Context: an optimization exercise on an open-source flow, tuned for a short achievable clock period and few clock cycles. The choices shown serve that exercise and are no tape-out recipe. No functional check of the RTL was part of any run shown here. No activity file was given, so power comes from the tool's default toggle rates.

**design/flow/run.sh**
```bash
#!/bin/bash
# synth_recipe.tcl (not shown) runs the flow's synth.tcl, then flattens the netlist and writes it again
# the make line also repeats each setting of config.mk as NAME=value (left out here)
make -C /OpenROAD-flow-scripts/flow DESIGN_CONFIG=/design/flow/config.mk WORK_HOME=/design/flow/orfs CLKGATE_MAP_FILE= SYNTH_SCRIPT=/design/flow/synth_recipe.tcl finish
```
**design/flow/config.mk**
```make
export PLATFORM = sky130hd
export DESIGN_NAME = CPU
export DESIGN_NICKNAME = CPU
export VERILOG_FILES = /design/flow/design.v
export SDC_FILE = /design/flow/constraint.sdc
export NUM_CORES = 4
export LEC_CHECK = 0
export ABC_CLOCK_PERIOD_IN_PS = 2200
export CAP_MARGIN = 20
export CORE_MARGIN = 2
export CORE_UTILIZATION = 40
export SETUP_SLACK_MARGIN = 4.8
export SLEW_MARGIN = 20
export TNS_END_PERCENT = 100
```
**design/flow/constraint.sdc**
```tcl
create_clock -name core_clock -period 7.0 [get_ports {clk}]
set_input_delay 1.4000 -clock core_clock [delete_from_list [all_inputs] [get_ports {clk}]]
set_output_delay 1.4000 -clock core_clock [all_outputs]
set_load 0.01 [all_outputs]
```
**design/flow/design.v**
```verilog
module ks_add #(parameter W = 20, parameter L = 5) (
 input  [W-1:0] a,
 input  [W-1:0] b,
 output [W-1:0] s
);
 wire [W-1:0] g [0:L];
 wire [W-1:0] p [0:L];
 wire [W-1:0] t = a | b;
 assign g[0] = a & b;
 assign p[0] = t;
 genvar l, i;
 generate
  for (i = 0; i < W; i = i + 1) begin : lv1
   if (i >= 1) begin : comb
    assign g[1][i] = g[0][i] | ((t[i] & a[i-1]) & b[i-1]);
    assign p[1][i] = t[i] & t[i-1];
   end else begin : thru
    assign g[1][i] = g[0][i];
    assign p[1][i] = p[0][i];
   end
  end
  for (l = 1; l < L; l = l + 1) begin : lvl
   for (i = 0; i < W; i = i + 1) begin : col
    if (i >= (1 << l)) begin : comb
     assign g[l+1][i] = g[l][i] | (p[l][i] & g[l][i-(1<<l)]);
     assign p[l+1][i] = p[l][i] & p[l][i-(1<<l)];
    end else begin : thru
     assign g[l+1][i] = g[l][i];
     assign p[l+1][i] = p[l][i];
    end
   end
  end
 endgenerate
 assign s = (a ^ b) ^ {g[L][W-2:0], 1'b0};
endmodule
module cmp_signed #(parameter W = 20, parameter L = 5) (
 input  [W-1:0] a,
 input  [W-1:0] b,
 output lt,
 output eq
);
 localparam N = 1 << L;
 wire [N-1:0] al, bl;      
 assign al = {{(N-W){1'b0}}, b[W-1], a[W-2:0]};
 assign bl = {{(N-W){1'b0}}, a[W-1], b[W-2:0]};
 wire [N-1:0] e0 = ~(al ^ bl);
 wire [N-1:0] lv [0:L];
 wire [N-1:0] ev [0:L];
 genvar k, j;
 generate
  for (j = 0; j < N / 2; j = j + 1) begin : lv1
   assign lv[1][j] = (~al[2*j+1] & bl[2*j+1]) | ((e0[2*j+1] & ~al[2*j]) & bl[2*j]);
   assign ev[1][j] = e0[2*j+1] & e0[2*j];
  end
  assign lv[1][N-1:N/2] = {(N/2){1'b0}};
  assign ev[1][N-1:N/2] = {(N/2){1'b0}};
  for (k = 1; k < L; k = k + 1) begin : lvl
   for (j = 0; j < (N >> (k + 1)); j = j + 1) begin : node
    assign lv[k+1][j] = lv[k][2*j+1] | (ev[k][2*j+1] & lv[k][2*j]);
    assign ev[k+1][j] = ev[k][2*j+1] & ev[k][2*j];
   end
   assign lv[k+1][N-1:(N >> (k + 1))] = {(N - (N >> (k + 1))){1'b0}};
   assign ev[k+1][N-1:(N >> (k + 1))] = {(N - (N >> (k + 1))){1'b0}};
  end
 endgenerate
 assign lt = lv[L][0];
 assign eq = ev[L][0];
endmodule
module CPU(
 input clk,
 input rst,
 output [9:0] imem_addr,
 input  [19:0] imem_rdata,
 output [9:0] dmem_addr,
 output [19:0] dmem_wdata,
 output dmem_we,
 input  [19:0] dmem_rdata
);
 reg  [9:0] fpc;           
 reg        dv;            
 reg  [9:0] dpc, dpc1;     
 assign imem_addr = fpc;
 wire [9:0] fpc_inc = fpc + 10'd1;
 wire [19:0] di = imem_rdata;
 wire [3:0]  dop = di[19:16];
 wire d_jump = dop == 4'h8;
 wire d_br   = dop[3] & (dop[2] | (dop[1] & dop[0]));
 wire d_back = d_br & di[7];
 reg  [4:0] dhi_p1, dhi_m1;
 wire [5:0] d_jlo, d_blo;
 wire [4:0] d_jhi0, d_jhi1;
 ks_add #(6, 3) d_jladd (.a({1'b0, dpc1[4:0]}), .b({1'b0, di[4:0]}), .s(d_jlo));
 ks_add #(5, 3) d_jh0add (.a(dpc1[9:5]), .b(di[9:5]), .s(d_jhi0));
 ks_add #(5, 3) d_jh1add (.a(dhi_p1), .b(di[9:5]), .s(d_jhi1));
 ks_add #(6, 3) d_bladd (.a({1'b0, dpc1[4:0]}), .b({1'b0, di[7:3]}), .s(d_blo));
 wire [9:0] d_jt = {d_jlo[5] ? d_jhi1 : d_jhi0, d_jlo[4:0]};
 wire [4:0] d_bhi = di[7] ? (d_blo[5] ? dpc1[9:5] : dhi_m1) : (d_blo[5] ? dhi_p1 : dpc1[9:5]);
 wire [9:0] d_bt = {d_bhi, d_blo[4:0]};
 reg  [19:0] ir;
 reg         rv;           
 reg  [9:0]  rpc, rpc1;
 reg         rhold;        
 reg         r_bp;         
 reg         r_fb;         
 wire [3:0]  rop = ir[19:16];
 wire r_alu = ~rop[3];
 wire r_jmp = rop == 4'h8;
 wire r_ld  = rop == 4'h9;
 wire r_st  = rop == 4'hA;
 wire r_br  = rop[3] & (rop[2] | (rop[1] & rop[0]));
 wire r_fbv = rv & r_fb;
 reg  [3:0] ra_addr, rb_addr;     
 wire [9:0] r_bt, r_jt;
 ks_add #(10, 4) r_badd (.a(rpc1), .b({{5{ir[7]}}, ir[7:3]}), .s(r_bt));
 ks_add #(10, 4) r_jadd (.a(rpc1), .b(ir[9:0]), .s(r_jt));
 wire [9:0] r_succ = r_jmp ? r_jt : rpc1;
 wire d_alu = ~dop[3];
 wire d_st  = dop == 4'hA;
 wire [3:0] d_aa = dop[3] ? di[15:12] : di[11:8];
 wire [3:0] d_ba = dop[3] ? di[11:8]  : di[7:4];
 wire d_usea = d_alu | d_st | d_br;
 wire d_useb = (d_alu & ~dop[0]) | d_br;
 wire d_lu = dv & rv & ~rhold & r_ld &
             ((d_usea & (d_aa == ir[15:12])) | (d_useb & (d_ba == ir[15:12])));
 wire d_jr = dv & d_jump & ~r_fbv;              
 wire d_bk = dv & d_back & ~r_fbv;              
 reg  [19:0] ea, eb;
 reg         ev, e_wr, e_ld, e_br, e_bp;
 reg  [3:0]  e_dst;
 reg  [3:0]  e_fs;         
 reg  [2:0]  e_nzp;
 reg  [9:0]  e_t, e_f;     
 reg  [9:0]  dma;
 reg  [19:0] dmw;
 reg         dmwe;
 assign dmem_addr  = dma;
 assign dmem_wdata = dmw;
 assign dmem_we    = dmwe;
 wire [19:0] e_sum;
 ks_add #(20) e_add (.a(ea), .b(eb), .s(e_sum));
 wire [19:0] e_res = ({20{e_fs[0]}} & e_sum) | ({20{e_fs[1]}} & (ea & eb)) |
                     ({20{e_fs[2]}} & (ea | eb)) | ({20{e_fs[3]}} & (ea ^ eb));
 wire e_lt, e_eq;
 reg  [19:0] ca, cb;     
 cmp_signed #(20) e_cmp (.a(ca), .b(cb), .lt(e_lt), .eq(e_eq));
 wire e_taken = e_eq ? e_nzp[1] : e_lt ? e_nzp[2] : e_nzp[0];
 wire e_act = ev & e_br;
 wire rt_hit = rv & (rpc == e_t), rn_hit = rv & (rpc == e_f);
 wire dt_hit = dv & ~r_fbv & (dpc == e_t), dn_hit = dv & ~r_fbv & (dpc == e_f);
 wire ft_hit = fpc == e_t,        fn_hit = fpc == e_f;
 wire fbn = e_bp & rn_hit;         
 wire killR_t = e_act & ~rt_hit;
 wire killR_n = e_act & ~rn_hit;
 wire killD_t = e_act & ~rt_hit & ~dt_hit;
 wire killD_n = e_act & (fbn | (~rn_hit & ~dn_hit));
 wire keepf_t = e_act & ~rt_hit & ~dt_hit & ft_hit;
 wire keepf_n = e_act & ~fbn & ~rn_hit & ~dn_hit & fn_hit;
 wire redir_t = e_act & ~rt_hit & ~dt_hit & ~ft_hit;
 wire redir_n = e_act & (fbn | (~rn_hit & ~dn_hit & ~fn_hit));
 wire [9:0] addr_n = fbn ? r_succ : e_f;
 reg  [19:0] w_res;
 reg         w_wr, w_ld;
 reg  [3:0]  w_dst;
 wire [19:0] w_val = w_ld ? dmem_rdata : w_res;
 reg [19:0] rf [0:15];
 integer i;
 always @(posedge clk) begin
  if (rst) begin
   for (i = 0; i < 16; i = i + 1) rf[i] <= 20'd0;
  end else if (w_wr) begin
   rf[w_dst] <= w_val;
  end
 end
 wire e_fwd = ev & e_wr & ~e_ld;
 wire [19:0] fa = (e_fwd & (e_dst == ra_addr)) ? e_res :
                  (w_wr & (w_dst == ra_addr)) ? w_val : rf[ra_addr];
 wire [19:0] fb = (e_fwd & (e_dst == rb_addr)) ? e_res :
                  (w_wr & (w_dst == rb_addr)) ? w_val : rf[rb_addr];
 wire r_go_t = rv & ~rhold & ~killR_t;   
 wire r_go_n = rv & ~rhold & ~killR_n;
 wire r_wr = r_alu | r_ld;
 wire rv_in = dv & ~(d_jump & ~r_fbv);
 wire rv_t = rhold ? rv : rv_in & ~killD_t;
 wire rv_n = rhold ? rv : rv_in & ~killD_n;
 wire rh_t = d_lu & ~killD_t;
 wire rh_n = d_lu & ~killD_n;
 wire rh_refetch = rhold & dv;
 wire ovr_t = redir_t | keepf_t;
 wire ovr_n = redir_n | keepf_n;
 wire [9:0] val_t = redir_t ? e_t : fpc_inc;
 wire [9:0] val_n = redir_n ? addr_n : fpc_inc;
 wire       dvv_t = keepf_t;
 wire       dvv_n = keepf_n;
 wire s_j = ~rh_refetch & d_jr;
 wire s_b = ~rh_refetch & ~d_jr & d_bk;
 wire [9:0] d_oth = rh_refetch ? dpc : fpc_inc;
 wire [9:0] fpc_d = ({10{s_j}} & d_jt) | ({10{s_b}} & d_bt) | ({10{~s_j & ~s_b}} & d_oth);
 wire       dv_d  = ~rh_refetch & ~d_jr & ~(d_bk & d_lu);
 wire use_d = e_taken ? ~ovr_t : ~ovr_n;
 wire [9:0] e_val = e_taken ? val_t : val_n;
 wire [9:0] fpc_next = use_d ? fpc_d : e_val;
 wire       dv_next  = e_taken ? (ovr_t ? dvv_t : dv_d) : (ovr_n ? dvv_n : dv_d);
 always @(posedge clk) begin
  if (rst) begin
   fpc <= 10'd1;           
   dv <= 1'b1;
   dpc <= 10'd0; dpc1 <= 10'd1; dhi_p1 <= 5'd1; dhi_m1 <= 5'd31;
   ra_addr <= 4'd0; rb_addr <= 4'd0;
   rv <= 1'b0; rhold <= 1'b0; r_bp <= 1'b0; r_fb <= 1'b0;
   ir <= 20'd0; rpc <= 10'd0; rpc1 <= 10'd0;
   ev <= 1'b0;
   e_wr <= 1'b0; e_ld <= 1'b0; e_br <= 1'b0; e_bp <= 1'b0;
   e_dst <= 4'd0; e_fs <= 4'd0; e_nzp <= 3'd0; e_t <= 10'd0; e_f <= 10'd0;
   ea <= 20'd0; eb <= 20'd0; ca <= 20'd0; cb <= 20'd0;
   dma <= 10'd0; dmw <= 20'd0; dmwe <= 1'b0;
   w_res <= 20'd0; w_wr <= 1'b0; w_ld <= 1'b0; w_dst <= 4'd0;
  end else begin
   dpc <= fpc;
   dpc1 <= fpc_inc;
   dhi_p1 <= fpc_inc[9:5] + 5'd1;
   dhi_m1 <= fpc_inc[9:5] - 5'd1;
   fpc <= fpc_next;
   dv <= dv_next;
   rhold <= e_taken ? rh_t : rh_n;
   rv <= e_taken ? rv_t : rv_n;
   if (!rhold) begin
    ir <= di;
    ra_addr <= dop[3] ? di[15:12] : di[11:8];
    rb_addr <= dop[3] ? di[11:8]  : di[7:4];
    rpc <= dpc;
    rpc1 <= dpc1;
    r_bp <= d_bk;
    r_fb <= d_bk & ~d_lu;
   end
   ev <= e_taken ? r_go_t : r_go_n;
   e_wr <= e_taken ? r_go_t & r_wr : r_go_n & r_wr;
   e_ld <= r_ld;
   e_br <= r_br;
   e_bp <= r_bp;
   e_dst <= ir[15:12];
   e_fs <= r_alu ? (4'b0001 << rop[2:1]) : 4'b0000;
   e_nzp <= ir[2:0];
   e_t <= r_bt;
   e_f <= rpc1;
   ea <= fa;
   if (r_br) begin
    ca <= fa;
    cb <= fb;
   end
   eb <= (r_alu & rop[0]) ? {{12{ir[7]}}, ir[7:0]} : fb;
   if (r_ld | r_st) dma <= ir[9:0];
   if (r_st) dmw <= fa;
   dmwe <= e_taken ? r_go_t & r_st : r_go_n & r_st;
   w_res <= e_res;
   w_wr <= e_wr;
   w_ld <= e_ld;
   w_dst <= e_dst;
  end
 end
endmodule
```
==> flow_summary.ini, run 1 <==
[global_routing]
gr-usage-all-layers_pct = 32.1
grt_antenna_before_repair = 1
grt_pass1_vias = 26867
grt-ovfl-total = 0
grt_max_degree = 79
grt_first_pass_wirelength_mm = 189

[hold_path]
hp-class = flop to flop

[worst_setup_path]
cp_max_fo = 4
rr_endpoint = e_wr
worstSetupStartpointType = flop
crit_buf_inv = 5
crit_cells = 15
path_class = flop to flop
critPathCapture = e_wr
critical_path.top_delay_family = simple AND/OR/NAND/NOR gates
cp_cell_sequence = inv_2, ha_4, nand2_2, or4b_4, or4_4, a21o_1, buf_4, a21oi_4, a211oi_4, buf_6, buf_4, buf_6, mux2_4, o21ai_4, a21oi_1
max_stage_delay_ns = 0.50
rrSetupSlack_ns = 3.62
crit_path_start = ca[13]
cp_slowest_cell = or4b_4
reg2reg_depth = 15
critPathRequiredTime_ns = 7.50
regToRegStartpoint = ca[13]
worst_ep_arrival_time_ns = 3.87
end_kind = flop

[placed_design]
hpwl_mm = 67.5
pre_cts_ws_ns = 2.75
place_area_sq_um = 34300
gp_congestion = 0.939
portBuffers = 82

[floorplanning]
die_x_um = 285
pin_count = 83
core_area_sq_um = 78600
dieArea_sq_um = 81200
initial_core_util_pct = 40.2
die_h_um = 285
row_count = 103

[cts]
clk_latency_ns = 0.66
clockBufferDepth = 3
ctsHoldBuffers = 0
tritoncts = built
clk_pin_slew_ns = 0.05
htreeDepth = 3
cts_buffers = 71
cts_root_buffer = clkbuf_16
cts.sinks = 591

[sta]
rsz0062_at_grt = yes
layout_setup_ws_ns = 3.62
slew_headroom_pct = 26.3
timing.final.crit_share_pct = 48.2
worst_pin_slew_ns = 1.10
setup_viol = 0
hold_slack_ns = 0.454
clock-skew-final_ns = 0.0570
hold_viol_final = 0
min_period_ns = 3.38
drv_slew = 0
fmax_mhz = 296
final.setup.tns_ns = 0

[yosys]
yosysTopAreaCellShare_pct = 30.4
yosys-top-cells-area = edfxtp_1 (30%), dfxtp_1 (17%), mux4_2 (14%)
yosys.area_share.adder_pct = 4.71
synthCells = 2886
syn_nets = 3046
synth-main-ff-cell = edfxtp_1
synth-compound-area-share_pct = 8.67
syn_area_sq_um = 31600
synth-xor-area-share_pct = 4.13
ys_ff_latch = 591
synth_mux_area_share_pct = 17.7
synth_cell_type_count = 85
synth_area_per_cell_sq_um = 10.9
seq_area_frac_synth_pct = 47.6
synth_top_family_by_area = multiplexers
synth_area_leader_cell = edfxtp_1
yosys_warnings = 6
synth-simple-area-share_pct = 13.1
synth_edf_count = 320
synthArstFlopShare_pct = 0

[finish]
post-route-cell-area_sq_um = 44300
fin_util_pct = 56.3
nNetsFinal = 3442
drive_gt1_share_pct = 38.9
syn_to_final_growth_pct = 40.1
fill_cells = 6243

[power_and_ir_drop]
pwr-share-comb_pct = 19.8
p_leak_uw = 0.0157
power.internal_uw = 7010
pwr-share-seq_pct = 40.2
peakVddDrop_uv = 180
swShare_pct = 29.4
switchingPower_uw = 2920
pwr-share-clk_pct = 39.9
power_density_nw_per_um2 = 224

[routing]
ant_nets = 0
vias = 27899
avgRoutedWirePerCell_um = 31.1
routed_wl_mm = 137
drc_errors = 0
drt_first_pass_iters = 6
avgViaCountPerCell = 6.36
drtIter0Drc = 3928

[run_status]
status = complete, no violations

[run]
drv_cap = 0
==> synth_stat cells (13+ instances only) <==
cell type,count
a21oi_1,141
edfxtp_1,320
and3_1,13
xnor2_1,95
inv_1,144
clkbuf_1,155
and2_1,21
a31oi_1,18
ha_1,118
nand2_1,203
xor2_1,54
o21ai_0,70
a211oi_1,33
mux2i_1,99
dfxtp_1,271
nor2_1,553
a22oi_1,17
nor3_1,21
nor2b_1,35
nand3_1,36
nand4_1,13
nand2b_1,15
mux4_2,200
buf_1,25
==> registers in the layout, summed over array words and instances (netlist names), 18 cells and up, named ones only <==
register	flops
ir	18
ca	20
w_res	20
eb	20
rf	320
dmw	20
ea	20
cb	20
==> worst min path at each step <==
| stage | start | to | cells after the start |
|---|---|---|---|
| floorplan | ca[15] | ca[15] | 2 |
| global placement | dma[9] | dma[9] | 2 |
| detailed placement | dma[6] | dma[6] | 2 |
| CTS | dma[6] | dma[6] | 2 |
| global route | dma[8] | dma[8] | 2 |
| finish | dma[8] | dma[8] | 2 |
==> power groups by stage <==
stage,Sequential (uW),Combinational [uW],Clock (uW)
floorplan,3970,996,0
global placement,4070,1320,0
detailed placement,4080,1330,0
CTS,3980,1770,3950
global route,4000,2050,4110
finish,3990,1970,3960
==> layout make-up <==
class / count / area (sq um) / area share [%]
Clock buffer: 90 / 1960 / 4.43
Sequential cell: 591 / 15200 / 34.3
Inverter: 146 / 601 / 1.36
Clock inverter: 39 / 507 / 1.15
Timing Repair Buffer: 439 / 5130 / 11.6
Tap cell: 1050 / 1310 / 2.97
Antenna cell: 2 / 5.00 / 0.0113
Multi-Input combinational cell: 2033 / 19600 / 44.2
==> worst min-delay path: stages, from the launching register on <==
cell,delay [ns]
dfxtp_2,0.32
nand2_1,0.05
a21oi_1,0.05
==> metrics by stage <==
step,cells,total power [uW]
after floorplan,2886,4960
after global placement,3856,5390
after detailed placement,3857,5410
after CTS,4303,9700
after global routing,4388,10200
final,4390,9920
==> layer usage <==
layer	wire length (um)	global-route usage, %
met1	47900	39.5
met2	59600	49.0
met3	16900	9.31
met4	12100	21.6
met5	0	0
==> what timing repair did <==
item | 4_1_cts | 5_1_grt
cloned | 86 | 9
pin swaps | 132 | 100
setup endpoints to repair | 844 | 844
hold endpoints to repair | 0 | 0
resized for setup | 748 | 275
setup buffers | 231 | 76
==> cell families after synthesis <==
group           count (synthesis)
compound gates                419
xor+xnor                      149
fa+ha+maj                     119
buf+inv                       338
flops                         591
mux                           306
simple gates                  964
==> placed cells by master (no fill, tap or decap), types with 53 or more instances in the layout <==
cell type and instances:
edfxtp_1 320, xnor2_1 92, nor2_1 470, ha_1 102
clkbuf_16 76, mux4_2 200, buf_6 121, inv_1 121
dfxtp_2 56, xor2_1 53, nand2_8 96, nand2_1 154
buf_4 182, dfxtp_1 198, mux2i_1 55, a21oi_1 86
nor2_2 58
==> run 2: changes to the inputs <==
--- a/design/flow/design.v
+++ b/design/flow/design.v
@@ -171,11 +171,12 @@
    rf[w_dst] <= w_val;
   end
  end
- wire e_fwd = ev & e_wr & ~e_ld;
- wire [19:0] fa = (e_fwd & (e_dst == ra_addr)) ? e_res :
-                  (w_wr & (w_dst == ra_addr)) ? w_val : rf[ra_addr];
- wire [19:0] fb = (e_fwd & (e_dst == rb_addr)) ? e_res :
-                  (w_wr & (w_dst == rb_addr)) ? w_val : rf[rb_addr];
+ reg  fe_a, fe_b, fw_a, fw_b;
+ wire e_fwd = e_wr & ~e_ld;
+ wire [19:0] fa = (e_fwd & fe_a) ? e_res : (w_wr & fw_a) ? w_val : rf[ra_addr];
+ wire [19:0] fb = (e_fwd & fe_b) ? e_res : (w_wr & fw_b) ? w_val : rf[rb_addr];
+ wire [3:0] d_ra = dop[3] ? di[15:12] : di[11:8];
+ wire [3:0] d_rb = dop[3] ? di[11:8]  : di[7:4];
  wire r_go_t = rv & ~rhold & ~killR_t;   
  wire r_go_n = rv & ~rhold & ~killR_n;
  wire r_wr = r_alu | r_ld;
@@ -191,14 +192,14 @@
  wire [9:0] val_n = redir_n ? addr_n : fpc_inc;
  wire       dvv_t = keepf_t;
  wire       dvv_n = keepf_n;
- wire s_j = ~rh_refetch & d_jr;
- wire s_b = ~rh_refetch & ~d_jr & d_bk;
- wire [9:0] d_oth = rh_refetch ? dpc : fpc_inc;
- wire [9:0] fpc_d = ({10{s_j}} & d_jt) | ({10{s_b}} & d_bt) | ({10{~s_j & ~s_b}} & d_oth);
- wire       dv_d  = ~rh_refetch & ~d_jr & ~(d_bk & d_lu);
- wire use_d = e_taken ? ~ovr_t : ~ovr_n;
+ wire e_ovr = e_taken ? ovr_t : ovr_n;
  wire [9:0] e_val = e_taken ? val_t : val_n;
- wire [9:0] fpc_next = use_d ? fpc_d : e_val;
+ wire s_j = ~e_ovr & ~rh_refetch & d_jr;
+ wire s_b = ~e_ovr & ~rh_refetch & ~d_jr & d_bk;
+ wire s_o = ~s_j & ~s_b;
+ wire [9:0] d_oth = e_ovr ? e_val : rh_refetch ? dpc : fpc_inc;
+ wire [9:0] fpc_next = ({10{s_j}} & d_jt) | ({10{s_b}} & d_bt) | ({10{s_o}} & d_oth);
+ wire       dv_d  = ~rh_refetch & ~d_jr;
  wire       dv_next  = e_taken ? (ovr_t ? dvv_t : dv_d) : (ovr_n ? dvv_n : dv_d);
  always @(posedge clk) begin
   if (rst) begin
@@ -206,6 +207,7 @@
    dv <= 1'b1;
    dpc <= 10'd0; dpc1 <= 10'd1; dhi_p1 <= 5'd1; dhi_m1 <= 5'd31;
    ra_addr <= 4'd0; rb_addr <= 4'd0;
+   fe_a <= 1'b0; fe_b <= 1'b0; fw_a <= 1'b0; fw_b <= 1'b0;
    rv <= 1'b0; rhold <= 1'b0; r_bp <= 1'b0; r_fb <= 1'b0;
    ir <= 20'd0; rpc <= 10'd0; rpc1 <= 10'd0;
    ev <= 1'b0;
@@ -225,12 +227,23 @@
    rv <= e_taken ? rv_t : rv_n;
    if (!rhold) begin
     ir <= di;
-    ra_addr <= dop[3] ? di[15:12] : di[11:8];
-    rb_addr <= dop[3] ? di[11:8]  : di[7:4];
+    ra_addr <= d_ra;
+    rb_addr <= d_rb;
     rpc <= dpc;
     rpc1 <= dpc1;
     r_bp <= d_bk;
     r_fb <= d_bk & ~d_lu;
+   end
+   if (!rhold) begin
+    fe_a <= r_wr & (ir[15:12] == d_ra);
+    fe_b <= r_wr & (ir[15:12] == d_rb);
+    fw_a <= e_dst == d_ra;
+    fw_b <= e_dst == d_rb;
+   end else begin
+    fe_a <= 1'b0;
+    fe_b <= 1'b0;
+    fw_a <= e_dst == ra_addr;
+    fw_b <= e_dst == rb_addr;
    end
    ev <= e_taken ? r_go_t : r_go_n;
    e_wr <= e_taken ? r_go_t & r_wr : r_go_n & r_wr;
==> flow_summary.ini, run 2 <==
[run_status]
status = complete, no violations

[worst_setup_path]
cp_max_fo = 6
reg2reg_depth = 14
critPathRequiredTime_ns = 7.51
worst_ep_arrival_time_ns = 3.71
end_kind = flop
worstSetupStartpointType = flop
path_class = flop to flop

[routing]
drt_first_pass_iters = 7
drtIter0Drc = 4407
routed_wl_mm = 147
drc_errors = 0
avgRoutedWirePerCell_um = 33.1
ant_nets = 0
vias = 29019
avgViaCountPerCell = 6.55

[sta]
final.setup.tns_ns = 0
worst_pin_slew_ns = 1.17
drv_slew = 0
setup_viol = 0
rsz0062_at_grt = yes
slew_headroom_pct = 22.1
fmax_mhz = 313
layout_setup_ws_ns = 3.80
timing.final.crit_share_pct = 45.7
clock-skew-final_ns = 0.0669
min_period_ns = 3.20
hold_viol_final = 0

[finish]
drive_gt1_share_pct = 44.7
syn_to_final_growth_pct = 48.0
fill_cells = 5781
post-route-cell-area_sq_um = 46800
largest_reg_flops = 320
final_cell_mix = edfxtp_1 (320), nor2_1 (279), nor2_4 (213)
max_flop_register = rf
mostFrequentLayoutCell = edfxtp_1
nNetsFinal = 3485

[global_routing]
grt_antenna_before_repair = 4
grt-ovfl-total = 0
grt_max_degree = 69
grt_pass1_vias = 27462
grt_first_pass_wirelength_mm = 191
gr-usage-all-layers_pct = 32.5

[cts]
clk_pin_slew_ns = 0.06
cts_root_buffer = clkbuf_16
clockBufferDepth = 3
ctsHoldBuffers = 0
htreeDepth = 3
tritoncts = built
clk_latency_ns = 0.66
cts.sinks = 595
cts_buffers = 69

[power_and_ir_drop]
p_leak_uw = 0.0163
switchingPower_uw = 3080
power_density_nw_per_um2 = 213
pwr-share-clk_pct = 37.4
pwr-share-seq_pct = 40.6
power.internal_uw = 6910
pwr-share-comb_pct = 22.1
swShare_pct = 30.8
peakVddDrop_uv = 196

[yosys]
synth_area_per_cell_sq_um = 10.9
yosys-top-cells-area = edfxtp_1 (30%), dfxtp_1 (17%), mux4_2 (14%)
ys_ff_latch = 595
synth-main-ff-cell = edfxtp_1
synth_edf_count = 320
yosys_warnings = 6
synth_cell_type_count = 83
syn_nets = 3062
synthArstFlopShare_pct = 0
syn_area_sq_um = 31600
seq_area_frac_synth_pct = 47.8
synth_top_cells_by_count = nor2_1 (533), edfxtp_1 (320), dfxtp_1 (275)
yosysTopAreaCellShare_pct = 30.4
synth_area_leader_cell = edfxtp_1
synthCells = 2902
synth_most_common_cell = nor2_1

[hold_path]
hp-class = flop to flop
hold_depth = 2

[placed_design]
place_area_sq_um = 34200
gp_congestion = 0.927
pre_cts_ws_ns = 2.49
hpwl_mm = 66.2
portBuffers = 82

[floorplanning]
core_area_sq_um = 78600
row_count = 103
dieArea_sq_um = 81300
pin_count = 83
initial_core_util_pct = 40.2
die_h_um = 285
die_x_um = 285

[run]
drv_cap = 0
[run 2: cell count changes after synthesis, moves of 7 or more]
| cell | delta |
|---|---|
| o221ai_1 | -8 |
| mux2i_1 | -16 |
| buf_1 | -9 |
| buf_2 | +10 |
| o211ai_1 | +7 |
| a22oi_1 | -10 |
| nand2_1 | +47 |
| inv_1 | -20 |
| nor2_1 | -20 |
[run 2: per-layer routing]
metal | part of all wire [%] | up-vias | global-route usage [%]
met4 | 8.2 | 4 | 19.2
met2 | 43 | 2531 | 49.6
met1 | 34 | 14163 | 39.4
li1 | - | 11472 | -
met5 | 0.051 | - | 0
met3 | 15 | 849 | 12.0
[run 2: kinds of logic after synthesis]
family | synth area share [%]
AOI/OAI and AO/OA | 8.78
xor gates and xnor gates | 3.96
adders and majority gates | 4.67
buffers and inverters | 3.90
DFF | 47.8
muxes | 17.2
and+or+nand+nor | 13.7
[run 2: path summary, 6_finish.rpt]
| check | start | endpoint | slack (ns) |
|---|---|---|---|
| hold reg to reg | cb[1] | cb[1] | 0.46 |
| setup reg to reg | ca[13] | fpc[6] | 3.80 |
| hold / removal | cb[1] | cb[1] | 0.46 |
| setup / recovery | ca[13] | fpc[6] | 3.80 |
[run 2: power by group through the flow]
stage | Combinational (uW) | Sequential (uW) | Clock [uW]
global route | 2280 | 4060 | 3860
CTS | 1890 | 4030 | 3660
detailed placement | 1360 | 4130 | 0
finish | 2200 | 4050 | 3730
global placement | 1350 | 4120 | 0
floorplan | 1020 | 4010 | 0
[run 2: repair_timing]
action | 4_1_cts | 5_1_grt
cloned | 93 | 13
pin swaps | 147 | 159
setup buffers | 228 | 96
setup endpoints to repair | 892 | 821
resized for setup | 990 | 569
[run 2: layout make-up]
cell class                      instances  area, sq um  share of cell area [%]
Clock buffer                           96         1940                    4.15
Antenna cell                            4         10.0                  0.0214
Inverter                              125          519                    1.11
Timing Repair inverter                  2         20.0                  0.0428
Sequential cell                       595        15300                    32.6
Tap cell                             1050         1310                    2.81
Multi-Input combinational cell       2052        20900                    44.7
Timing Repair Buffer                  480         6500                    13.9
Clock inverter                         26          318                   0.679
[run 2: critical path, stage by stage (launching register included)]
cell      delay (ns)
dfxtp_2         0.34
inv_2           0.05
ha_4            0.26
nand2_2         0.05
or4b_4          0.57
nor3_4          0.23
o32a_4          0.22
o21a_4          0.15
a21oi_4         0.05
buf_12          0.14
mux2i_4         0.19
buf_6           0.18
or3_1           0.36
o211ai_1        0.16
o32ai_2         0.12
[run 2: stage by stage]
step	std cells	utilization (%)	hold WS (ns)	total power, uW
CTS	4317	55.3	0.457	9580
detailed placement	3874	43.5	0.448	5490
floorplan	2902	-	0.430	5030
global placement	3874	43.5	0.436	5460
global route	4426	59.5	0.478	10200
finish	4430	59.5	0.459	9990
==> run 3: changes to the inputs <==
==> design/flow/flow/run.sh (new file) <==
#!/bin/bash
# Standard layout, with the port buffers made from a stronger buffer cell
# than the one ORFS picks by default (a slow delay buffer).
set -e
export BUFFER_PORTS_ARGS="-buffer_cell sky130_fd_sc_hd__buf_8"
bash standard.sh > standard.log 2>&1
==> design/flow/standard.sh (new file) <==
#!/bin/bash
# synth_recipe.tcl (not shown) runs the flow's synth.tcl, then flattens the netlist and writes it again
# the make line also repeats each setting of config.mk as NAME=value (left out here)
make -C /OpenROAD-flow-scripts/flow DESIGN_CONFIG=/design/flow/config.mk WORK_HOME=/design/flow/orfs CLKGATE_MAP_FILE= SYNTH_SCRIPT=/design/flow/synth_recipe.tcl "${@:-finish}"
removed: design/flow/run.sh
==> flow_summary.ini, run 3 <==
[global_routing]
grt_first_pass_wirelength_mm = 171
grt-ovfl-total = 0
grt_antenna_before_repair = 6
gr-usage-all-layers_pct = 28.5
grt_pass1_vias = 25548
grt_max_degree = 49

[yosys]
yosys_warnings = 6
syn_area_sq_um = 31600
seq_area_frac_synth_pct = 47.8
syn_nets = 3062
yosys-top-cells-area = edfxtp_1 (30%), dfxtp_1 (17%), mux4_2 (14%)
yosysTopAreaCellShare_pct = 30.4
synth_most_common_cell = nor2_1
synth_area_per_cell_sq_um = 10.9
synth_edf_count = 320
synth_cell_type_count = 83
synthCells = 2902
synth-main-ff-cell = edfxtp_1
synthArstFlopShare_pct = 0
synth_area_leader_cell = edfxtp_1
synth_top_cells_by_count = nor2_1 (533), edfxtp_1 (320), dfxtp_1 (275)
ys_ff_latch = 595

[routing]
drt_first_pass_iters = 7
avgRoutedWirePerCell_um = 29.2
avgViaCountPerCell = 6.22
drtIter0Drc = 3197
routed_wl_mm = 125
ant_nets = 0
vias = 26601
drc_errors = 0

[finish]
layout.cells.non_filler = 4275
drive_gt1_share_pct = 35.4
syn_to_final_growth_pct = 36.3
final_cell_mix = nor2_1 (497), edfxtp_1 (320), nand2_1 (212)
max_flop_register = rf
largest_reg_flops = 320
nNetsFinal = 3332
mostFrequentLayoutCell = nor2_1
fill_cells = 6380

[floorplanning]
core_area_sq_um = 78600
die_h_um = 285
row_count = 103
initial_core_util_pct = 40.2
pin_count = 83
die_x_um = 285
dieArea_sq_um = 81300

[sta]
hold_slack_ns = 0.456
fmax_mhz = 330
setup_viol = 0
slew_headroom_pct = 20.5
timing.final.crit_share_pct = 43.3
worst_pin_slew_ns = 1.19
clock-skew-final_ns = 0.0796
min_period_ns = 3.03
rsz0062_at_grt = yes
hold_viol_final = 0
drv_slew = 0
final.setup.tns_ns = 0

[run_status]
status = complete, no violations

[cts]
htreeDepth = 3
clk_pin_slew_ns = 0.06
cts_buffers = 70
ctsHoldBuffers = 0
clk_latency_ns = 0.67
tritoncts = built
cts_root_buffer = clkbuf_16
cts.sinks = 595
clockBufferDepth = 3

[placed_design]
gp_congestion = 0.947
portBuffers = 82
dp_cells = 3874
hpwl_mm = 67.1

[power_and_ir_drop]
power_density_nw_per_um2 = 228
swShare_pct = 29.6
pwr-share-comb_pct = 20.1
peakVddDrop_uv = 209
p_leak_uw = 0.0153
total_power_uw = 9810
switchingPower_uw = 2900
pwr-share-clk_pct = 38.7
power.internal_uw = 6910
pwr-share-seq_pct = 41.2

[worst_setup_path]
worstSetupStartpointType = flop
critPathRequiredTime_ns = 7.56
path_class = flop to flop
cp_max_fo = 6
end_kind = flop
worst_ep_arrival_time_ns = 3.60

[run]
drv_cap = 0

[hold_path]
hp-class = flop to flop
## run 3: cell type report
class                   count  area [sq um]  area share [%]
diodes                      1          2.50         0.00581
repair inverters            2          17.5          0.0407
inverters                 125           523            1.21
flip-flops and latches    595         15300            35.4
repair buffers            340          4670            10.8
multi-input cells        2038         18900            43.9
well taps                1050          1310            3.05
clock buffers              91          1910            4.44
clock inverters            33           453            1.05
## run 3: cell families after synthesis
| family | after synthesis | share of synthesized area (%) |
|---|---|---|
| buf+inv | 319 | 3.90 |
| flops | 595 | 47.8 |
| fa+ha+maj | 118 | 4.67 |
| compound gates | 430 | 8.78 |
| simple gates | 1006 | 13.7 |
| mux | 291 | 17.2 |
| xor+xnor | 143 | 3.96 |
## run 3: worst max-delay path, cell delays in order (launching register included)
cell,delay (ns)
dfxtp_2,0.34
inv_2,0.05
ha_4,0.26
nand2_2,0.05
or4b_4,0.50
nor3_4,0.22
o32a_4,0.22
o21a_4,0.15
a21oi_4,0.06
buf_12,0.15
mux2i_4,0.20
buf_12,0.17
buf_6,0.11
nor3b_4,0.27
nand2_1,0.10
o21ai_1,0.09
## run 3: metal layers
layer  track usage, %  wire (um)  up-vias
li1                 -          -    11134
met1             37.6      45700    13130
met2             44.7      56300     1833
met3             6.86      15400      494
met4             12.6       7350       10
met5                0        113        -
## run 3: path summary, 6_finish.rpt
check	from	to	slack [ns]	depth (start not counted)
worst max-delay path	ca[9]	fpc[4]	3.97	15
worst min register to register	ca[15]	ca[15]	0.46	2
worst min-delay path	ca[15]	ca[15]	0.46	2
worst max register to register	ca[9]	fpc[4]	3.97	15
## run 3: through the flow
step	instance area, sq um	setup WS (ns)	util, %
after global placement	34600	2.90	44.0
final	43100	3.97	54.8
after floorplan	33100	3.96	-
after global routing	43100	3.86	54.8
after CTS	41200	4.04	52.4
after detailed placement	34600	2.77	44.0
## run 3: timing repair
| item | 4_1_cts | 5_1_grt |
|---|---|---|
| pin swaps | 130 | 110 |
| gates cloned | 62 | 19 |
| resized for setup | 435 | 209 |
| setup buffers | 132 | 63 |
| endpoints found under the setup margin | 717 | 548 |
## run 3: power by group through the flow
stage / clock, uW / sequential (uW) / combinational [uW]
final: 3800 / 4040 / 1970
after global routing: 3950 / 4060 / 2060
after CTS: 3800 / 4030 / 1810
after detailed placement: 0 / 4120 / 1390
after global placement: 0 / 4110 / 1370
after floorplan: 0 / 4010 / 1020
==> run 4: changes to the inputs <==
--- a/design/flow/design.v
+++ b/design/flow/design.v
@@ -192,13 +192,13 @@
  wire [9:0] val_n = redir_n ? addr_n : fpc_inc;
  wire       dvv_t = keepf_t;
  wire       dvv_n = keepf_n;
- wire e_ovr = e_taken ? ovr_t : ovr_n;
- wire [9:0] e_val = e_taken ? val_t : val_n;
- wire s_j = ~e_ovr & ~rh_refetch & d_jr;
- wire s_b = ~e_ovr & ~rh_refetch & ~d_jr & d_bk;
- wire s_o = ~s_j & ~s_b;
- wire [9:0] d_oth = e_ovr ? e_val : rh_refetch ? dpc : fpc_inc;
- wire [9:0] fpc_next = ({10{s_j}} & d_jt) | ({10{s_b}} & d_bt) | ({10{s_o}} & d_oth);
+ wire s_j = ~rh_refetch & d_jr;
+ wire s_b = ~rh_refetch & ~d_jr & d_bk;
+ wire [9:0] d_oth = rh_refetch ? dpc : fpc_inc;
+ wire [9:0] fpc_d = ({10{s_j}} & d_jt) | ({10{s_b}} & d_bt) | ({10{~s_j & ~s_b}} & d_oth);
+ wire [9:0] fpc_nt = ovr_t ? val_t : fpc_d;
+ wire [9:0] fpc_nn = ovr_n ? val_n : fpc_d;
+ wire [9:0] fpc_next = e_taken ? fpc_nt : fpc_nn;
  wire       dv_d  = ~rh_refetch & ~d_jr;
  wire       dv_next  = e_taken ? (ovr_t ? dvv_t : dv_d) : (ovr_n ? dvv_n : dv_d);
  always @(posedge clk) begin
==> flow_summary.ini, run 4 <==
[finish]
syn_to_final_growth_pct = 42.8
nNetsFinal = 3435
fin_util_pct = 57.5
insertedDiodeCount = 0
fill_cells = 6162
mostFrequentLayoutCell = nor2_1
largest_reg_flops = 320
drive_gt1_share_pct = 42.0
final_cell_mix = nor2_1 (343), edfxtp_1 (320), nand2_1 (200), mux4_2 (200), dfxtp_1 (190)
max_flop_register = rf

[placed_design]
hpwl_mm = 68.9
gp_congestion = 0.911
portBuffers = 82

[routing]
vias = 27386
drt_first_pass_iters = 6
routed_wl_mm = 129
avgViaCountPerCell = 6.25
avgRoutedWirePerCell_um = 29.5
drtIter0Drc = 3499
ant_nets = 0
drc_errors = 0

[worst_setup_path]
critPathCapture = fpc[9]
end_kind = flop
worstSetupStartpointType = flop
worst_ep_arrival_time_ns = 3.57
cp_cell_sequence = inv_2, ha_4, a31o_1, maj3_2, a221oi_4, o221ai_4, mux2i_4, a211o_4, buf_16, or3_1, o211ai_1
rr_endpoint = fpc[9]
regToRegStartpoint = ca[17]
cp_max_fo = 4
crit_cells = 11
reg2reg_depth = 11
crit_path_start = ca[17]
cp_slowest_cell = a211o_4
critPathRequiredTime_ns = 7.54
rrSetupSlack_ns = 3.97
max_stage_delay_ns = 0.40
critical_path.top_delay_family = compound AO/OA/AOI/OAI gates
path_class = flop to flop
crit_buf_inv = 2

[global_routing]
grt_pass1_vias = 25428
gr-usage-all-layers_pct = 28.8
grt-ovfl-total = 0
grt_first_pass_wirelength_mm = 173
grt_max_degree = 79
grt_antenna_before_repair = 2

[yosys]
synth_cell_type_count = 74
yosys_warnings = 6
seq_area_frac_synth_pct = 47.8
synth-main-ff-cell = edfxtp_1
syn_area_sq_um = 31600
yosys-top-cells-area = edfxtp_1 (30%), dfxtp_1 (17%), mux4_2 (14%)
yosysTopAreaCellShare_pct = 30.4
ys_ff_latch = 595
synth_edf_count = 320
synth_area_per_cell_sq_um = 10.9
synthCells = 2897
synth_area_leader_cell = edfxtp_1
synthArstFlopShare_pct = 0
synth_most_common_cell = nor2_1
synth_top_cells_by_count = nor2_1 (516), edfxtp_1 (320), dfxtp_1 (275)
syn_nets = 3057

[floorplanning]
row_count = 103
core_area_sq_um = 78600
initial_core_util_pct = 40.2
die_h_um = 285
die_x_um = 285
dieArea_sq_um = 81300
pin_count = 83

[cts]
cts_buffers = 71
htreeDepth = 3
cts_root_buffer = clkbuf_16
clk_latency_ns = 0.65
clk_pin_slew_ns = 0.06
cts.sinks = 595
tritoncts = built
clockBufferDepth = 3

[sta]
final.setup.tns_ns = 0
slew_headroom_pct = 30.7
drv_slew = 0
min_period_ns = 3.03
setup_viol = 0
worst_pin_slew_ns = 1.04
hold_slack_ns = 0.461
rsz0062_at_grt = yes
fmax_mhz = 330
hold_viol_final = 0
clock-skew-final_ns = 0.0346
timing.final.crit_share_pct = 43.2

[run]
drv_cap = 0

[run_status]
status = complete, no violations

[power_and_ir_drop]
power_density_nw_per_um2 = 225
peakVddDrop_uv = 162
total_power_uw = 10200
p_leak_uw = 0.0158

[hold_path]
hp-class = flop to flop
hold_depth = 2
[run 4: logic make-up (layout without fill, tap and decap cells)]
kind of cell    Yosys count  after routing  share of synthesized area (%)
simple gates            969           1042                           13.0
buf+inv                 328            688                           4.02
mux                     294            294                           17.3
fa+ha+maj               120            120                           4.74
xor+xnor                147            147                           4.07
flops                   595            595                           47.8
compound gates          444            445                           9.13
[run 4: worst min-delay path by stage]
stage | slack [ns] | end | start
2_1_floorplan | 0.43 | w_wr | e_wr
3_3_place_gp | 0.44 | ca[1] | ca[1]
3_5_place_dp | 0.45 | e_bp | r_bp
4_1_cts | 0.46 | cb[19] | cb[19]
5_1_grt | 0.47 | dma[0] | dma[0]
6_report | 0.46 | r_bp | r_bp
[run 4: report_power, final]
part	switching, uW	leakage, uW	internal, uW
clock network	1590	0.00115	2250
registers	218	0.00560	3850
logic	1230	0.00903	1030
total	3030	0.0158	7130
[run 4: through the flow]
step	cells	setup slack (ns)	cell area [sq um]
after floorplan	2897	3.85	33300
after global placement	3857	3.05	34600
after detailed placement	3857	3.07	34600
after CTS	4242	3.99	42000
after global routing	4381	3.90	45200
final	4381	3.97	45200
[run 4: metal layers]
layer / global-route usage [%] / wire length (um) / up-vias
met2: 45.5 / 58000 / 1923
li1: - / - / 11362
met3: 6.50 / 14200 / 511
met4: 10.5 / 8200 / 4
met1: 38.8 / 48700 / 13586
met5: 0 / 28 / -
[run 4: worst min-delay path, delay by kind of cell (launching register included)]
kind	cells	cell delay [ns]
and+or+nand+nor	1	0.06
AOI/OAI and AO/OA	1	0.05
DFF	1	0.31
[run 4: area by class of cell]
type | instances | area (sq um) | area share, %
sequential | 595 | 15300 | 33.9
clock buffer | 93 | 1920 | 4.25
timing repair buffer | 430 | 5580 | 12.3
tap | 1050 | 1310 | 2.91
inverter | 129 | 526 | 1.16
multi-input combinational | 2048 | 20100 | 44.5
clock inverter | 36 | 445 | 0.986
[run 4: repair_timing]
action,in CTS,in global routing
pin swaps,156,135
setup endpoints to repair,858,702
gates resized for setup,488,470
buffers inserted,185,114
hold buffers,0,0
cloned,71,25

-- separate check: timing with driven ports --
In the flow no input, the clock included, has a driving cell. The finished layouts below were timed again as built, in two steps.
Step 1 assumes that a clkbuf_16 drives the clock port and a buf_2 every other input.
Step 2, shift: input delay + t, output delay - t, t = (earliest + latest rising clock arrival at the registers) / 2. This alone moves slack from input paths to output paths.
Three values: no drivers, after step 1, after step 2; two values: the first two.
| run | t (ns) | setup WS [ns] | slew at the worst register clock pin (ns) | worst slew at a driven data input, ns | pins driven straight from the clock port |
|---|---|---|---|---|---|
| run 1 | 0.691 | 3.623 / 3.623 / 3.068 | 0.07 / 0.07 | 0.22 | 1 |
| run 2 | 0.697 | 3.802 / 3.802 / 3.286 | 0.08 / 0.08 | 0.23 | 1 |
| run 3 | 0.697 | 3.966 / 3.966 / 3.402 | 0.07 / 0.07 | 0.22 | 1 |
| run 4 | 0.694 | 3.973 / 3.973 / 3.407 | 0.07 / 0.07 | 0.20 | 1 |
After both steps every run listed still meets setup and hold. The setup slack of run 4, which loses most, moves by 0.000 ns with the drivers and by -0.566 ns with both steps.
